What follows belongs to an exercise in optimizing a design on an open flow for small area and a short achievable clock period; a production flow would make more cautious choices.
No run shown here included a check of the RTL's function; only the layout flow was run.

`flow/config.mk`:
```
export PLATFORM = sky130hd
export DESIGN_NAME = fw
export DESIGN_NICKNAME = fw
export VERILOG_FILES = /design/flow/design.v
export SDC_FILE = /design/flow/constraint.sdc
export NUM_CORES = 4
export LEC_CHECK = 0
export CAP_MARGIN = 20
export CORE_MARGIN = 2
export CORE_UTILIZATION = 40
export SETUP_SLACK_MARGIN = 1.5
export SLEW_MARGIN = 20
```
`flow/constraint.sdc`:
```
create_clock -name core_clock -period 6.0 [get_ports {clk}]
set_input_delay 1.2000 -clock core_clock [delete_from_list [all_inputs] [get_ports {clk}]]
set_output_delay 1.2000 -clock core_clock [all_outputs]
set_load 0.01 [all_outputs]
```
`flow/design.v`:
```
module op(
	in0,
	in1,
	in2,
	out0
);
input [16-1:0] in0, in1, in2;
output [16-1:0] out0;
wire [16:0] sum = {1'b0, in1} + {1'b0, in2};
assign out0 = (sum < {1'b0, in0})? sum[16-1:0]: in0;
endmodule
module fw_control(
	in_valid,
	inD,
	reset,
	clk,
	ph,
	instr_out,
	dOut
);
input reset, in_valid, clk;
input [4*16-1: 0] inD;
output ph;
output [(2 + 3 + (3 - 2))-1: 0] instr_out;
output [4*16-1: 0] dOut;
reg ph;
reg v;
reg pass;
reg [3-1: 0] row;
reg [4*16-1: 0] dOut;
reg [4*16-1: 0] h0, h1;
reg [3: 0] h_tag;
reg [(2 + 3 + (3 - 2))-2: 0] counter1;
reg rdy;
wire last = in_valid && counter1[0];
wire start = !ph && (last || rdy);
assign instr_out = {v, pass, row, ~ph};
always @(posedge clk, posedge reset)
begin
	if (reset)
	begin
		ph <= 1'b0;
		v <= 1'b0;
		rdy <= 1'b0;
		counter1 <= 0;
	end
	else
	begin
		ph <= ~ph;
		if (in_valid)
			counter1 <= counter1 + 1'b1;
		rdy <= last && ph;
		if (!ph)
			v <= start;
	end
end
always @(posedge clk)
begin
	if (in_valid && !counter1[0])
	begin
		h0 <= inD;
		h_tag <= counter1[(2 + 3 + (3 - 2))-2: 1];
	end
	if (in_valid && counter1[0])
		h1 <= inD;
	if (!ph)
		{pass, row} <= h_tag;
	dOut <= ph ? h1 : h0;
end
endmodule
module pe(
	reset,
	clk,
	in,
	instr_in,
	out,
	instr_out
);
parameter id = 0;
localparam FIRST = id / 4;
input reset, clk;
input [4*16-1: 0] in;
input [(2 + 3 + (3 - 2))-1: 0]  instr_in;
output [4*16-1:0] out;
output [(2 + 3 + (3 - 2))-1: 0] instr_out;
reg [4*16-1:0] out;
reg v;
reg [(2 + 3 + (3 - 2))-2: 0] tag;
assign instr_out = {v, tag};
wire in_v = instr_in[(2 + 3 + (3 - 2))-1];
wire in_pass = instr_in[(2 + 3 + (3 - 2))-2];
wire [3-1: 0] in_row = instr_in[(3 - 2) +: 3];
wire [(3 - 2)-1: 0] in_word = instr_in[(3 - 2)-1: 0];
reg [4*16-1: 0] pivot_h, pivot_t;
wire first = (in_word == FIRST);
wire [16-1: 0] dik = first ? in[(id%4)*16 +: 16] :
				out[(id%4)*16 +: 16];
wire [4*16-1: 0] out0;
always @(posedge clk)
begin
	if (in_v && !in_pass && in_row == id)
		pivot_h <= in;
	else
		pivot_h <= pivot_t;
	pivot_t <= pivot_h;
	out <= out0;
	tag <= instr_in[(2 + 3 + (3 - 2))-2: 0];
end
always @(posedge clk, posedge reset)
begin
	if (reset)
		v <= 1'b0;
	else
		v <= in_v;
end
generate
genvar i;
for (i=0; i<4; i=i+1)
begin: op_array
	op op_inst(
	.in0(in[(i+1)*16-1 : i*16]),
	.in1(dik),
	.in2(pivot_t[(i+1)*16-1 : i*16]),
	.out0(out0[(i+1)*16-1 : i*16]));
end
endgenerate
endmodule
module reorder(
	reset,
	clk,
	in,
	instr_in,
	out,
	instr_out
);
parameter FIRST = 0;
parameter ONLY2 = 0;
input reset, clk;
input [4*16-1: 0] in;
input [(2 + 3 + (3 - 2))-1: 0]  instr_in;
output [4*16-1:0] out;
output [(2 + 3 + (3 - 2))-1: 0] instr_out;
reg [4*16-1:0] out;
reg v;
reg [(2 + 3 + (3 - 2))-2: 0] tag;
assign instr_out = {v, tag};
wire in_pass = instr_in[(2 + 3 + (3 - 2))-2];
wire in_v = instr_in[(2 + 3 + (3 - 2))-1] & (in_pass | !ONLY2);
wire [(3 - 2)-1: 0] in_word = instr_in[(3 - 2)-1: 0];
reg [4*16-1: 0] h;
wire first = (in_word == FIRST);
always @(posedge clk)
begin
	if (first)
	begin
		h <= in;
		out <= h;
		tag <= {tag[(2 + 3 + (3 - 2))-2: (3 - 2)], in_word};
	end
	else
	begin
		out <= in;
		tag <= instr_in[(2 + 3 + (3 - 2))-2: 0];
	end
end
always @(posedge clk, posedge reset)
begin
	if (reset)
		v <= 1'b0;
	else if (!first)
		v <= in_v;
end
endmodule
module fw(
	clk,
	reset,
	inD,
	in_valid,
	outD,
	out_valid
);
input clk, reset, in_valid;
input [4*16-1 : 0] inD;
output [4*16-1 : 0] outD;
output out_valid;
wire [4*16-1:0] pe_in[8:0];
wire [4*16-1:0] pe_out[8-1:0];
wire [(2 + 3 + (3 - 2))-1: 0] instr_in[0:8];
wire [(2 + 3 + (3 - 2))-1: 0] instr_out[0:8-1];
wire [(2 + 3 + (3 - 2))-1: 0] out_tag;
wire ph;
fw_control fw_control_inst(
	.reset(reset),
	.clk(clk),
	.in_valid(in_valid),
	.inD(inD),
	.ph(ph),
	.dOut(pe_in[0]),
	.instr_out(instr_in[0])
);
generate
genvar i;
for (i=0; i<8; i=i+1)
begin: pe_loop
	pe #(i) pe_inst(.reset(reset),
		.clk(clk),
		.instr_in(instr_in[i]),
		.in(pe_in[i]),
		.out(pe_out[i]),
		.instr_out(instr_out[i]));
	if (i == 8/2 - 1)
	begin: swap
		reorder #(0, 0) r(.reset(reset), .clk(clk),
			.in(pe_out[i]), .instr_in(instr_out[i]),
			.out(pe_in[i+1]), .instr_out(instr_in[i+1]));
	end
	else
	begin: pass
		assign pe_in[i+1] = pe_out[i];
		assign instr_in[i+1] = instr_out[i];
	end
end
endgenerate
reorder #(1, 1) r_out(.reset(reset), .clk(clk),
	.in(pe_in[8]), .instr_in(instr_in[8]),
	.out(outD), .instr_out(out_tag));
assign out_valid = out_tag[(2 + 3 + (3 - 2))-1];
endmodule
```
`flow/run.sh`:
```
#!/bin/bash
# synth_recipe.tcl (not shown) runs the flow's synth.tcl, then flattens the netlist and writes it again
# the make line also repeats each setting of config.mk as NAME=value (left out here)
make -C /OpenROAD-flow-scripts/flow DESIGN_CONFIG=/design/flow/config.mk WORK_HOME=/design/flow/orfs CLKGATE_MAP_FILE= SYNTH_SCRIPT=/design/flow/synth_recipe.tcl finish
```
==> results of run 1 <==
-- synthesized netlist by cell type, types with 24 or more instances --
master,n
nand2_1,779
clkbuf_1,163
nor2b_1,70
o21ai_0,819
mux2_2,721
and3_1,37
xor2_1,146
o211ai_1,24
ha_1,993
nand4_1,63
or3_1,42
a211oi_1,76
fa_1,32
o21a_1,40
a21oi_1,408
dfxtp_1,1766
a21o_1,331
nand3_1,56
nand2b_1,49
o21bai_1,86
xnor2_1,285
nor2_1,230
inv_1,593
nor3_1,57
edfxtp_1,268
a31oi_1,36
-- sequential cells by signal (all words and copies together), names as in the netlist --
register / count
r_out.out: 64
fw_control_inst.ph: 1
fw_control_inst.h_tag: 4
pe_loop.pe_inst.tag: 37
pe_loop.pe_inst.v: 8
fw_control_inst.h1: 64
fw_control_inst.rdy: 1
r_out.v: 1
fw_control_inst.dOut: 64
pe_loop.pe_inst.pivot_h: 512
pe_loop.pe_inst.pivot_t: 512
pe_loop.swap.r.h: 64
pe_loop.swap.r.tag: 5
pe_loop.swap.r.out: 64
fw_control_inst.counter1: 5
pe_loop.pe_inst.out: 512
fw_control_inst.h0: 64
fw_control_inst.v: 1
fw_control_inst.row: 3
fw_control_inst.pass: 1
pe_loop.swap.r.v: 1
r_out.h: 64
-- routing by layer --
metal	up-vias	GRT usage (%)	wire (um)
li1	31757	-	-
met1	30640	26.0	108000
met3	449	2.79	9540
met2	1238	34.2	115000
met5	-	0	0
met4	0	8.15	10500
-- worst max path at each step --
stage                     slack (ns)                       from                         end  cells past startpoint
after floorplan                 1.28         fw_control_inst.ph  pe_loop[0].pe_inst.out[22]                     20
after global placement          0.53  pe_loop[1].pe_inst.tag[0]  pe_loop[2].pe_inst.out[57]                     18
after detailed placement        0.58  pe_loop[2].pe_inst.tag[0]   pe_loop[3].pe_inst.out[5]                     18
after CTS                       1.28         fw_control_inst.ph  pe_loop[0].pe_inst.out[25]                     19
after global routing            0.98         fw_control_inst.ph  pe_loop[0].pe_inst.out[17]                     19
final                           1.13         fw_control_inst.ph  pe_loop[0].pe_inst.out[25]                     19
-- cell type report --
| class | count | area (um^2) | area share (%) |
|---|---|---|---|
| well taps | 3009 | 3760 | 3.32 |
| multi-input cells | 5696 | 49000 | 43.2 |
| clock inverters | 116 | 1650 | 1.46 |
| diodes | 1 | 2.50 | 0.00221 |
| flip-flops and latches | 2052 | 43900 | 38.7 |
| repair buffers | 730 | 6650 | 5.87 |
| inverters | 593 | 2230 | 1.96 |
| clock buffers | 295 | 6150 | 5.43 |
-- cells by family after synthesis --
| logic type | share of synthesized area (%) |
|---|---|
| AND/OR/NAND/NOR | 7.12 |
| multiplexers | 9.06 |
| flip-flops | 48.0 |
| XOR/XNOR | 4.13 |
| AO/OA/AOI/OAI | 14.0 |
| buffers and inverters | 3.40 |
| adder cells (fa/ha/maj) | 14.3 |
-- per-stage QoR --
step | utilization, % | hold WS, ns | setup WS (ns) | std cells
floorplan | - | 0.310 | 1.28 | 8529
global placement | 42.6 | 0.310 | 0.531 | 11612
detailed placement | 42.6 | 0.312 | 0.577 | 11612
CTS | 48.0 | 0.274 | 1.28 | 12299
global route | 49.9 | 0.285 | 0.982 | 12492
finish | 49.9 | 0.277 | 1.13 | 12492
-- repair_timing --
action                                  CTS  global route
cloned                                   28             5
pin swaps                               273           423
buffers inserted                        248           185
resized for setup                       553           626
endpoints found under the setup margin  512           511
==> results.toml, run 1 <==
[run_status]
status = "no timing/DRC/antenna violations"

[logic_synthesis]
syn_area_um2 = 91300
synth-edff-count = 268
synthFlopType = "dfxtp_1"
yosys-top-cells-area = "dfxtp_1, ha_1, mux2_2"
synth_nets = 9621
synthArstFlopShare_pct = 0.877
ys_ff_latch = 2052
yosysSeqAreaShare_pct = 48.0
syn_inst = 8529
yosys_warnings = 12
synth_cell_types = 84
synth_area_leader_cell = "dfxtp_1"
avgSynthCellArea_um2 = 10.7
yosysTopAreaCellShare_pct = 38.7

[sta]
timing.fmax_mhz = 205
finClkSkew_ns = 0.0961
rsz0062_at_grt = "yes"
hold_viol = 0
tightest_slew_ns = 1.14
slew_viol_final = 0
relSlewSlack_pct = 23.2
timing.final.crit_share_pct = 81.2
period_minus_slack_ns = 4.87
setup_viol = 0
finalSetupTns_ns = 0

[die]
coreArea_um2 = 227000
num_io_pins = 132
dieArea_um2 = 232000
die_h_um = 482
fp.dieW_um = 482
rows = 175
start_util_pct = 40.2

[detailed_routing]
drt-pass1-iter-count = 5
wl_per_cell_um = 19.5
avgViaCountPerCell = 5.13
drtIter0Drc = 3766
final_antenna_net_count = 0
wirelength_um = 244000
vias = 64084
drc = 0

[setup_path]
worstPathCellList = "mux2_4 -> ha_4 -> fa_2 -> a211o_1 -> a2111oi_4 -> o311ai_2 -> a21oi_2 -> nor2b_2 -> o21a_1 -> nor2_2 -> xnor2_2 -> ha_1 -> a21o_1 -> a211oi_2 -> nand3_2 -> nor3_4 -> buf_6 -> buf_16 -> mux2_4"
endpoint_kind = "register"
cp_max_fo = 8
reg2reg_from = "fw_control_inst.ph"
regToRegSetupSlack_ns = 1.13
path_buf_inv = 2
r2r-end = "pe_loop[0].pe_inst.out[25]"
rr_worst_depth = 19
criticalPathCategory = "register to register"
path_common_cell = "mux2_4"
crit_family = "compound AO/OA/AOI/OAI gates"
worstSetupStartpointType = "register"
crit_slowest_cell = "dfrtp_4"
arrival_ns = 5.63
max_stage_delay_ns = 0.52
required_ns = 6.75

[placed_design]
placed_cell_area_um2 = 96800
routabilityCongestion = 0.915
portBuffers = 131
dpl.hpwl_um = 178000

[clock_network]
cts_tree = "built"
clkSlewWorstSetupHoldPaths_ns = 0.06
htreeDepth = 4
clock_path_buffers = 3
clockRootBuffer = "clkbuf_16"
numCtsBuffers = 216
cts.sinks = 2052
cts_hold_buf = 0
clk_latency_ns = 0.88

[global_route]
grt_util_all_layers_pct = 20.2
antenna_found_initial = 5
grt_pass1_wl_um = 369000
gr-total-overflow = 0
grt_max_degree = 109
first_global_vias = 64231

[job]
cap_viol_max_count = 0

[layout]
final_common_cell = "dfxtp_1"
mostFrequentLayoutCells = "dfxtp_1, ha_1, nand2_1"
finalNetCount = 10381
nFillCells = 20042
layout-area-overhead-vs-synth_pct = 24.1
drive_gt1_share_pct = 24.4
fin_area_um2 = 113000

[min_path]
min_path_cells = 0
hold_class = "register to register"
hold_path.startpoint = "pe_loop[3].pe_inst.pivot_h[26]"
holdPathEnd = "pe_loop[3].pe_inst.pivot_t[26]"
==> run 2, diff against run 1 <==
--- a/flow/config.mk
+++ b/flow/config.mk
@@ -8,5 +8,5 @@
 export CAP_MARGIN = 20
 export CORE_MARGIN = 2
 export CORE_UTILIZATION = 40
-export SETUP_SLACK_MARGIN = 1.5
+export SETUP_SLACK_MARGIN = 2.5
 export SLEW_MARGIN = 20
==> results.toml, run 2 <==
[sta]
period_minus_slack_ns = 4.74
setup_viol = 0
slew_viol_final = 0
setup_slack_ns = 1.26
timing.final.crit_share_pct = 78.9
relSlewSlack_pct = 27.4
finClkSkew_ns = 0.0676
hold_viol = 0
finalSetupTns_ns = 0
tightest_slew_ns = 1.08
hold_slack_ns = 0.282
rsz0062_at_grt = "yes"
timing.fmax_mhz = 211

[die]
die_h_um = 482
fp.dieW_um = 482
start_util_pct = 40.2
rows = 175
coreArea_um2 = 227000
num_io_pins = 132
dieArea_um2 = 232000

[clock_network]
clkSlewWorstSetupHoldPaths_ns = 0.07
clockRootBuffer = "clkbuf_16"
numCtsBuffers = 210
cts_hold_buf = 0
cts_tree = "built"
htreeDepth = 4
cts.sinks = 2052
clock_path_buffers = 3
clk_latency_ns = 0.89

[layout]
finalNetCount = 10339
layout-area-overhead-vs-synth_pct = 23.8
mostFrequentLayoutCells = "dfxtp_1, ha_1, nand2_1"
drive_gt1_share_pct = 24.0
largestRegisters = "pe_loop.pe_inst.out (512), pe_loop.pe_inst.pivot_h (512), pe_loop.pe_inst.pivot_t (512)"
final_common_cell = "dfxtp_1"
stdcell_count = 12443
utilization_pct = 49.7
fin_area_um2 = 113000

[setup_path]
cp_max_fo = 8
required_ns = 6.75
endpoint_kind = "register"
arrival_ns = 5.49
worstPathCellList = "mux2_4 -> ha_4 -> fa_2 -> a21o_1 -> a21oi_2 -> o21a_1 -> o21ai_4 -> a21oi_2 -> o21bai_1 -> a21oi_2 -> xnor2_2 -> ha_1 -> a211oi_2 -> nand2_1 -> a41oi_2 -> o31a_1 -> o31ai_4 -> mux2_4"
criticalPathCategory = "register to register"
path_common_cell = "a21oi_2"
worstSetupStartpointType = "register"
max_stage_delay_ns = 0.54
crit_slowest_cell = "dfrtp_4"

[logic_synthesis]
syn_inst = 8529
syn_area_um2 = 91300
synth_area_leader_cell = "dfxtp_1"
synth_most_common_cell = "dfxtp_1"
yosys-top-cells-area = "dfxtp_1, ha_1, mux2_2"
yosysSeqAreaShare_pct = 48.0
avgSynthCellArea_um2 = 10.7
synth_cell_types = 84
ys_ff_latch = 2052
synthArstFlopShare_pct = 0.877
synthFlopType = "dfxtp_1"
yosysTopAreaCellShare_pct = 38.7
yosys_warnings = 12
synthTopCellsByCount = "dfxtp_1, ha_1, o21ai_0"
synth-edff-count = 268
synth_nets = 9621

[detailed_routing]
avgViaCountPerCell = 5.12
drtIter0Drc = 3463
drt-pass1-iter-count = 6
drc = 0
vias = 63667
wl_per_cell_um = 19.5
final_antenna_net_count = 0
wirelength_um = 242000

[placed_design]
pre_cts_ws_ns = 0.647
routabilityCongestion = 0.896
placed_cell_area_um2 = 98700
dp_cells = 11591
portBuffers = 131
dpl.hpwl_um = 178000

[global_route]
grt_max_degree = 118
antenna_found_initial = 9
first_global_vias = 64499
grt_util_all_layers_pct = 20.4
grt_pass1_wl_um = 370000
gr-total-overflow = 0

[job]
cap_viol_max_count = 0

[min_path]
hold_class = "register to register"

[run_status]
status = "no timing/DRC/antenna violations"
-- run 2: path summary, 6_finish.rpt --
kind                                           startpoint                        endpoint  slack [ns]  cells past startpoint
max                                    fw_control_inst.ph       pe_loop[0].pe_inst.out[3]        1.26                     18
min                        pe_loop[6].pe_inst.pivot_h[28]  pe_loop[6].pe_inst.pivot_t[28]        0.28                      0
max reg2reg                            fw_control_inst.ph       pe_loop[0].pe_inst.out[3]        1.26                     18
min reg2reg                pe_loop[6].pe_inst.pivot_h[28]  pe_loop[6].pe_inst.pivot_t[28]        0.28                      0
max in group asynchronous                           reset              fw_control_inst.ph        4.66                      2
min in group asynchronous                           reset              fw_control_inst.ph        0.76                      2
-- run 2: final cells by class --
type,instances,area [um^2]
fillers,20105,114000
multi-input cells,5702,49400
flip-flops and latches,2052,43900
repair buffers,688,6310
clock buffers,297,6030
well taps,3009,3760
inverters,593,2230
clock inverters,99,1410
diodes,3,7.51
-- run 2: what timing repair did --
action                                 in CTS  in global routing
cloned                                     31                  0
setup endpoints to repair                 512                512
buffers inserted                          305                117
endpoints found under the hold margin       0                  0
pin swaps                                 277                257
resized for setup                         449                264
-- run 2: kinds of logic (layout without fill, tap and decap cells) --
logic type | after synthesis | in the layout | synth area share (%)
adders and majority gates | 1025 | 1025 | 14.3
xor gates and xnor gates | 431 | 431 | 4.13
muxes | 731 | 731 | 9.06
DFF | 2052 | 2052 | 48.0
AOI/OAI and AO/OA | 2051 | 2058 | 14.0
buffers and inverters | 787 | 1677 | 3.40
and+or+nand+nor | 1452 | 1457 | 7.12
other | 0 | 3 | 0
-- run 2: critical path, delay by kind of cell, from the launching register on --
kind	cells	cell delay (ns)
xor gates and xnor gates	1	0.14
adders and majority gates	3	0.81
and+or+nand+nor	1	0.10
AOI/OAI and AO/OA	11	2.20
DFF	1	0.54
muxes	2	0.77
-- run 2: layer usage --
| metal | vias up | global-route usage, % | routed length, um |
|---|---|---|---|
| met1 | 30403 | 25.5 | 107000 |
| met3 | 406 | 2.83 | 8910 |
| met5 | - | 0 | 0 |
| li1 | 31683 | - | - |
| met2 | 1175 | 35.1 | 116000 |
| met4 | 0 | 8.64 | 10900 |

static timing again, ports no longer ideal:
How much do the figures lean on ideal ports? The routed layouts below were timed once more, with nothing changed but the port constraints.
Step 1, drivers: a clkbuf_16 drives clk and a buf_2 each remaining input, both assumed.
Step 2 times the ports against the registers' clock, not the clock port: input delays grow and output delays shrink by t, the midpoint of the rising clock arrivals with the driver on.
Three values: ideal, step 1, step 2; two values: the first two.
run | t, ns | setup slack, ns | slew at the worst register clock pin (ns) | worst data-port slew with drivers (ns)
run 1 | 0.927 | 1.127 / 1.127 / 1.127 | 0.07 / 0.07 | 0.14
run 2 | 0.940 | 1.264 / 1.264 / 1.264 | 0.07 / 0.07 | 0.07
After both steps setup and hold are still met in every run listed.
